This design comes from an exercise in tuning for small area on the open sky130 flow, not from production work.
Function was checked by simulation only, so behaviour that the tests miss may differ from the original.

==> module lsort_detect, before the edit <==
module lsort_detect (
    input               clk,
    input               rst_n,
    input               in_valid,
    input        [ 1:0] in_channel,
    input        [11:0] in_data,
    output logic        out_valid,
    output logic [ 1:0] out_channel,
    output logic [10:0] out_data,
    output logic        out_spike,
    output logic [38:0] out_time
);
  localparam int NS = 24;   
  localparam int NB1 = 4;   
  logic [1:0] ph;
  always_ff @(posedge clk or negedge rst_n)
    if (!rst_n) ph <= 2'd0;
    else ph <= ph + 2'd1;
  logic [1:0] dly;
  logic [3:1] ev;
  logic [11:0] ed1, ed2, ed3;
  assign dly = in_channel - ph;
  always_ff @(posedge clk or negedge rst_n)
    if (!rst_n) ev <= '0;
    else begin
      ev[1] <= in_valid && dly == 2'd3;
      ev[2] <= ev[1] || (in_valid && dly == 2'd2);
      ev[3] <= ev[2] || (in_valid && dly == 2'd1);
    end
  always_ff @(posedge clk) begin
    ed1 <= in_data;
    ed2 <= (in_valid && dly == 2'd2) ? in_data : ed1;
    ed3 <= (in_valid && dly == 2'd1) ? in_data : ed2;
  end
  logic pv;
  logic [11:0] x;
  assign pv = ev[3] || (in_valid && dly == 2'd0);
  assign x  = ev[3] ? ed3 : in_data;
  logic [23:0] flt0, flt1, flt2, flt3;   
  logic seen3;
  always_ff @(posedge clk or negedge rst_n)
    if (!rst_n) seen3 <= 1'b0;
    else if (pv && ph == 2'd3) seen3 <= 1'b1;
  logic [11:0] s1, s2, d;
  assign s1 = seen3 ? flt3[23:12] : 12'd0;
  assign s2 = seen3 ? flt3[11:0] : 12'd0;
  lsd_filter u_filter (
      .x (x),
      .s1(s1),
      .s2(s2),
      .d (d)
  );
  logic v1;
  logic [11:0] s2o;
  always_ff @(posedge clk or negedge rst_n)
    if (!rst_n) v1 <= 1'b0;
    else v1 <= pv;
  always_ff @(posedge clk) begin
    flt0 <= pv ? {d, s1} : flt3;
    flt1 <= flt0;
    flt2 <= flt1;
    flt3 <= flt2;
    s2o  <= s2;
  end
  logic [10:0] u;
  logic [11:0] y;
  logic [5:0] g;
  lsd_mag u_mag (
      .d (flt0[23:12]),
      .s2(s2o),
      .y (y),
      .u (u)
  );
  always_comb
    if (y[11]) g = (&y[10:6]) ? ~y[5:0] : 6'd63;
    else if (y[10:6] != 0) g = 6'd63;
    else g = (y[5:0] == 0) ? 6'd0 : y[5:0] - 6'd1;
  logic [NS-1:0][5:0] win0, win1, win2, win3;   
  always_ff @(posedge clk) begin
    win0[0] <= v1 ? g : win3[0];
    for (int j = 1; j < NS; j++) win0[j] <= v1 ? win3[j-1] : win3[j];
    win1 <= win0;
    win2 <= win1;
    win3 <= win2;
  end
  logic [4:0] fill;
  always_ff @(posedge clk or negedge rst_n)
    if (!rst_n) fill <= '0;
    else if (v1 && ph == 2'd0 && fill != 5'd24) fill <= fill + 5'd1;
  logic [NS-1:1] z1;
  logic [4:0] cnt1;
  always_comb for (int j = 1; j < NS; j++) z1[j] = (5'(j) <= fill) && !win3[j-1][5];
  lsd_pop u_pop (
      .z  (z1),
      .cnt(cnt1)
  );
  logic v2;
  logic [10:0] u2;
  logic [4:0] cnt1_q;
  always_ff @(posedge clk or negedge rst_n)
    if (!rst_n) v2 <= 1'b0;
    else v2 <= v1;
  always_ff @(posedge clk) begin
    u2 <= u;
    cnt1_q <= cnt1;
  end
  logic is3;
  logic [NS-1:0] vld;   
  assign is3 = (ph == 2'd1);
  always_comb for (int j = 0; j < NS; j++) vld[j] = 5'(j) + {4'd0, is3} <= fill;
  logic [5:0][NS-1:0] vb0, vb1;   
  always_comb
    for (int b = 0; b < 6; b++)
      for (int j = 0; j < NS; j++) begin
        vb0[b][j] = win0[j][b];
        vb1[b][j] = win1[j][b];
      end
  logic [6:0][NS-1:0] cand;
  logic [6:0][3:0] kc;
  logic [5:0] mb;
  logic [NS-1:0] cand_q;
  logic [3:0] kc_q;
  logic [5:0] mb_q;
  logic [4:0] s1c;
  assign s1c = cnt1_q + {4'd0, !win0[0][5]};
  assign mb[5] = s1c < 5'd16;
  assign kc[1] = mb[5] ? s1c[3:0] : 4'd3;
  assign cand[1] = mb[5] ? (vld & vb0[5]) : (vld & ~vb0[5]);
  genvar i;
  generate
    for (i = 1; i < 6; i++) begin : gen_step
      logic [NS-1:0] ci;
      logic [3:0] ki;
      if (i == NB1) begin : gen_m2
        assign ci = cand_q;
        assign ki = kc_q;
      end else begin : gen_m1
        assign ci = cand[i];
        assign ki = kc[i];
      end
      lsd_radix u_radix (
          .c   (ci),
          .v   (i < NB1 ? vb0[5-i] : vb1[5-i]),
          .kc  (ki),
          .bit1(mb[5-i]),
          .co  (cand[i+1]),
          .kco (kc[i+1])
      );
    end
  endgenerate
  logic v3;
  logic [10:0] u3;
  always_ff @(posedge clk or negedge rst_n)
    if (!rst_n) v3 <= 1'b0;
    else v3 <= v2;
  always_ff @(posedge clk) begin
    u3 <= u2;
    cand_q <= cand[NB1];
    kc_q <= kc[NB1];
    mb_q <= mb;
  end
  logic [5:0] med, q;
  always_comb
    for (int b = 0; b < 6; b++) med[b] = (b >= 6 - NB1) ? mb_q[b] : mb[b];
  assign q = u3[10:5] - {5'd0, u3[4:0] == 5'd0};
  assign out_valid = v3;
  assign out_data  = u3;
  assign out_spike = (u3 != 11'd0) && (q > med);
  logic [40:0] cnt, cnt_carry;
  assign {out_time, out_channel} = cnt;
  always_comb begin
    cnt_carry[0] = v3;
    for (int b = 1; b < 41; b++) cnt_carry[b] = cnt_carry[b-1] & cnt[b-1];
  end
  always_ff @(posedge clk or negedge rst_n)
    if (!rst_n) cnt <= '0;
    else cnt <= cnt ^ cnt_carry;
endmodule
clock: 14.0 ns
lec_check: 0
cap_margin: 20
core_margin: 2
core_utilization: 40
cts_cluster_diameter: 100
cts_cluster_size: 30
slew_margin: 20
standard.sh (not shown) runs the stock make flow with config.mk's settings and CLKGATE_MAP_FILE= SYNTH_SCRIPT=/design/flow/synth_recipe.tcl, a recipe that flattens the netlist after the stock synthesis.
==> flow/flow/run.sh <==
#!/bin/bash
# Layout flow: the standard layout (standard.sh) with two changes:
#  - after the standard synthesis, fa_polarity.py picks the polarity of each
#    full adder so that fewer inverters sit between adders (the registers and
#    all other cells stay as synthesis made them);
#  - the port buffers are the smallest buffer cell.
# Each step's output goes to a log of its own here; the tools' own logs are
# under orfs/logs.
set -euo pipefail
export BUFFER_PORTS_ARGS="-buffer_cell sky130_fd_sc_hd__buf_1"
R=orfs/results/${FLOW_PLATFORM}/lsort_detect/base
bash standard.sh synth > flow_synth.log 2>&1
cp $R/1_2_yosys.v flow_yosys_standard.v
python3 flow/fa_polarity.py flow_yosys_standard.v $R/1_2_yosys.new.v > flow_fa_polarity.log 2>&1
# the edited netlist is newer than 1_synth.odb, so make rebuilds it from there
mv $R/1_2_yosys.new.v $R/1_2_yosys.v
bash standard.sh finish > flow_finish.log 2>&1
Other scripts of this flow, unchanged in this note and not shown: flow/flow/fa_polarity.py
The starting point finished clean.
Next try:
--- a/flow/design.v
+++ b/flow/design.v
@@ -653,13 +653,14 @@
     if (y[11]) g = (&y[10:6]) ? ~y[5:0] : 6'd63;
     else if (y[10:6] != 0) g = 6'd63;
     else g = (y[5:0] == 0) ? 6'd0 : y[5:0] - 6'd1;
   logic [NS-1:0][5:0] win0, win1, win2, win3;   
   always_ff @(posedge clk) begin
     win0[0] <= v1 ? g : win3[0];
-    for (int j = 1; j < NS; j++) win0[j] <= v1 ? win3[j-1] : win3[j];
+    for (int j = 1; j < NS - 1; j++) win0[j] <= v1 ? win3[j-1] : win3[j];
+    win0[NS-1] <= win3[NS-2];
     win1 <= win0;
     win2 <= win1;
     win3 <= win2;
   end
   logic [4:0] fill;
   always_ff @(posedge clk or negedge rst_n)
What happened: Utilization goes up by 0.23 points; die area goes down by 1.1%; wire length falls by 0.76%; final area goes down by 0.97%.

[static timing again, ports no longer ideal]
In the flow no input, the clock included, has a driving cell. The finished layouts below were timed again as built, in two steps. Step 1: set_driving_cell puts a clkbuf_16 on clk and a buf_2 on each other input, an assumption about the parent block. Step 2 times the ports against the registers' clock, not the clock port: input delays grow and output delays shrink by t, the midpoint of the rising clock arrivals with the driver on. Slacks: ideal ports / drivers / drivers and shift; pairs: ideal ports / drivers.
| run | t, ns | setup WS [ns] | hold WS [ns] | worst setup path at the end | worst register clock-pin slew, ns |
|---|---|---|---|---|---|
| the first run | 0.633 | 0.520 / 0.520 / 0.520 | 0.298 / 0.298 / 0.298 | register to register | 0.11 / 0.11 |
| the second run | 0.633 | 0.521 / 0.521 / 0.521 | 0.315 / 0.315 / 0.315 | register to register | 0.12 / 0.12 |
After both steps every run listed still meets setup and hold.
